This design comes from an exercise in tuning for small area, a short achievable clock period and few clock cycles on the open sky130 flow, not from production work.
Only simulation tests tie the RTL to the original design; equivalence was not proved.

==> flow/design.v (excerpt) <==
module feedforward(
    input [31:0] x1, x2, x3, x4,
    input [31:0] w1, w2, w3, w4,
    input clk,
    input rst,
    output wire [31:0] result,
    output wire done
    );
Size in the first run: roughly 5,900 cells after synthesis, ~240 flip-flops, roughly 290 I/O pins, roughly 0.041 mm2 of cells after synthesis.
Settings: LEC_CHECK=0, ABC_AREA=1, CAP_MARGIN=20, CORE_MARGIN=2, CORE_UTILIZATION=45, SETUP_SLACK_MARGIN=2.5, SLEW_MARGIN=20; clock period 10.0 ns.
standard.sh (not shown) runs the stock make flow with config.mk's settings and CLKGATE_MAP_FILE= SYNTH_SCRIPT=/design/flow/synth_recipe.tcl, a recipe that flattens the netlist after the stock synthesis.
==> flow/flow/run.sh <==
#!/bin/bash
# The standard layout (the standard.sh: ORFS from synthesis to the final
# layout), except that the buffer put on every input and output port is the
# smallest plain buffer, sky130_fd_sc_hd__buf_1, rather than the default.
set -e
export BUFFER_PORTS_ARGS="-buffer_cell sky130_fd_sc_hd__buf_1"
bash standard.sh > standard_flow.log 2>&1
Testbench counts at the start, summed over its fixed seeds: cycles 3,567.
Next try:
- CORE_UTILIZATION: 45 -> 55
- SETUP_SLACK_MARGIN: 2.5 -> 0.6
What happened: Sequential share of layout area is higher by 0.89 points; worst setup slack gets worse by 1.3 ns; clock skew is higher by 0.0036 ns; hold slack is about the same; synthesized area stays the same; routed wire length is lower by about 8%.
Next try:
- CORE_UTILIZATION: 55 -> 45
- SETUP_SLACK_MARGIN: 0.6 -> 2.0
Design area climbs by 3.0%.
Die area climbs by about 22%.
Area after synthesis stays the same.
First-iteration DRC count drops by 15%.
Setup slack improved by 0.88 ns.
Clock skew drops by 0.013 ns.
Routed wire length climbs by 6.2%.
Global-route usage drops by 5.5 points.
Non-clock buffer count climbs by 74.
Synthesized cell count stays the same.
Via count drops by about 1%.
Next try:
- CORE_UTILIZATION: 45 -> 50
- SETUP_SLACK_MARGIN: 2.0 -> 2.5
Effect: Die area decreases by roughly a tenth; worst setup slack improves by 0.33 ns; non-clock buffer count increases by 119; routed wire length increases slightly.
Next try:
- CORE_UTILIZATION: 50 -> 35
=> The new run finished clean; cell area stays flat; setup slack gains 0.14 ns; sequential cell count stays the same.


Starting RTL as in the previous note.
## feedforward
module feedforward(
    input [31:0] x1, x2, x3, x4,
    input [31:0] w1, w2, w3, w4,
    input clk,
    input rst,
    output wire [31:0] result,
    output wire done
    );
clock: 10.0 ns
lec_check: 0
abc_area: 1
cap_margin: 20
core_margin: 2
core_utilization: 55
setup_slack_margin: 1.5
slew_margin: 20
Scripts as last shown in full above: flow/flow/run.sh
The starting point completed without violations.
Testbench counts at the start, summed over its fixed seeds: cycles 3,567.
==> next run, changes <==
- SETUP_SLACK_MARGIN: 1.5 -> 2.5
What happened:
- The new run ran to the end with no violations
- fmax went up by 7.0%
- routed wire length went up by 5.7%
- hold slack got worse by 0.0089 ns
==> next run, changes <==
- CORE_UTILIZATION: 55 -> 65
- SETUP_SLACK_MARGIN: 2.5 -> 0.6
What happened:
- The new run went through all stages and came out clean
- hold slack improved by 0.0096 ns
- worst setup slack loses 1.3 ns
- global-route usage climbs by 5.5 points
- cell count shrinks by 4.4%
- routed wire length went down by 6.7%
- flip-flop and latch count is unchanged
==> next run, changes <==
- CORE_UTILIZATION: 65 -> 55
- SETUP_SLACK_MARGIN: 0.6 -> 3.5
The new run finished but fails on max-capacitance violations, max-slew violations.
Cell area goes up by 16%.
Worst hold slack degrades by 0.0068 ns.
Maximum frequency drops by 3.2%.
Setup slack is worse by 0.30 ns.


Starting RTL as in the previous note.
==> flow/design.v (excerpt) <==
module feedforward(
    input [31:0] x1, x2, x3, x4,
    input [31:0] w1, w2, w3, w4,
    input clk,
    input rst,
    output wire [31:0] result,
    output wire done
    );
export LEC_CHECK = 0
export ABC_AREA = 1
export CAP_MARGIN = 20
export CORE_MARGIN = 2
export CORE_UTILIZATION = 55
export SETUP_SLACK_MARGIN = 1.5
export SLEW_MARGIN = 20
create_clock -name core_clock -period 10.0 [get_ports {clk}]
run.sh (not shown) runs the stock make flow with config.mk's settings and CLKGATE_MAP_FILE= SYNTH_SCRIPT=/design/flow/synth_recipe.tcl, a recipe that flattens the netlist after the stock synthesis.
Stock flow here: none of the scripts above is used.
Testbench counts at the start, summed over its fixed seeds: cycles 3,567.
Edit:
==> flow/flow/run.sh (new file) <==
#!/bin/bash
# The standard layout (the standard.sh: ORFS from synthesis to the final
# layout), except that the buffer put on every input and output port is the
# smallest plain buffer, sky130_fd_sc_hd__buf_1, rather than the default.
set -e
export BUFFER_PORTS_ARGS="-buffer_cell sky130_fd_sc_hd__buf_1"
bash standard.sh > standard_flow.log 2>&1
==> flow/standard.sh (new file) <==
#!/bin/bash
# synth_recipe.tcl (not shown) runs the flow's synth.tcl, then flattens the netlist and writes it again
# the make line also repeats each setting of config.mk as NAME=value (left out here)
make -C /OpenROAD-flow-scripts/flow DESIGN_CONFIG=/design/flow/config.mk WORK_HOME=/design/flow/orfs CLKGATE_MAP_FILE= SYNTH_SCRIPT=/design/flow/synth_recipe.tcl "${@:-finish}"
Settings changed: CORE_UTILIZATION 55 to 40, SETUP_SLACK_MARGIN 1.5 to 2.5.
removed: flow/run.sh
Hold slack hardly moves.
Worst setup slack improves by 0.71 ns.
Sequential cell count does not change.
Design area came out higher by 4.6%.
Non-clock buffer count came out higher by 188.
Clock-buffer cell count came out higher by 10.
Via count came out higher by 1.3%.
Edit:
Settings changed: CORE_UTILIZATION 40 to 45, PLACE_DENSITY from default to 0.7.
- worst setup slack gets better by 0.077 ns
- via count is higher by 2.0%
- die area decreases by 11%
- global-route usage goes up by 4.1 points
- sequential share of layout area is higher by 0.22 points
- flip-flop and latch count is unchanged
- utilization went up by 4.8 points
Edit:
Settings changed: CORE_UTILIZATION 45 to 40, PLACE_DENSITY 0.7 to default, SETUP_SLACK_MARGIN 2.5 to 3.0.
The new run produced a clean layout.
Synthesized cell count is unchanged.
Design area rises by a little under a tenth.
First-iteration DRC count falls by a few percent.
Setup slack loses 0.15 ns.

[what the ideal ports hide]
No port has a modelled driver above. Below, the same layouts with a new extraction and two added sets of constraints. Step 1 sets driving cells, clkbuf_16 on the clock port and buf_2 on the other inputs (assumed; they add their load-dependent delay and slew). Step 2 times the ports against the registers' clock, not the clock port: input delays grow and output delays shrink by t, the midpoint of the rising clock arrivals with the driver on. Slacks: ideal / step 1 / step 2; pairs: ideal / step 1.
run | t (ns) | setup WS [ns] | pins driven straight from the clock port
the first run of note 1 | 0.671 | 2.674 / 2.674 / 2.614 | 1
the second run of note 1 | 0.655 | 1.371 / 1.371 / 1.371 | 1
the third run of note 1 | 0.681 | 2.256 / 2.256 / 2.256 | 1
the fourth run of note 1 | 0.661 | 2.581 / 2.581 / 2.581 | 1
the fifth run of note 1 | 0.663 | 2.720 / 2.720 / 2.720 | 1
the first run of note 2 | 0.657 | 1.899 / 1.899 / 1.899 | 1
the second run of note 2 | 0.654 | 2.430 / 2.430 / 2.430 | 1
the third run of note 2 | 0.673 | 1.086 / 1.086 / 1.086 | 1
the fourth run of note 2 | 0.664 | 0.788 / 0.788 / 0.788 | 1
the first run of note 3 | 0.665 | 1.800 / 1.800 / 1.800 | 1
the second run of note 3 | 0.661 | 2.506 / 2.506 / 2.301 | 1
the third run of note 3 | 0.645 | 2.583 / 2.583 / 2.552 | 1
the fourth run of note 3 | 0.666 | 2.434 / 2.434 / 2.434 | 1
The setup slack of the second run of note 3, which loses most, moves by 0.000 ns with the drivers and by -0.205 ns with both steps.
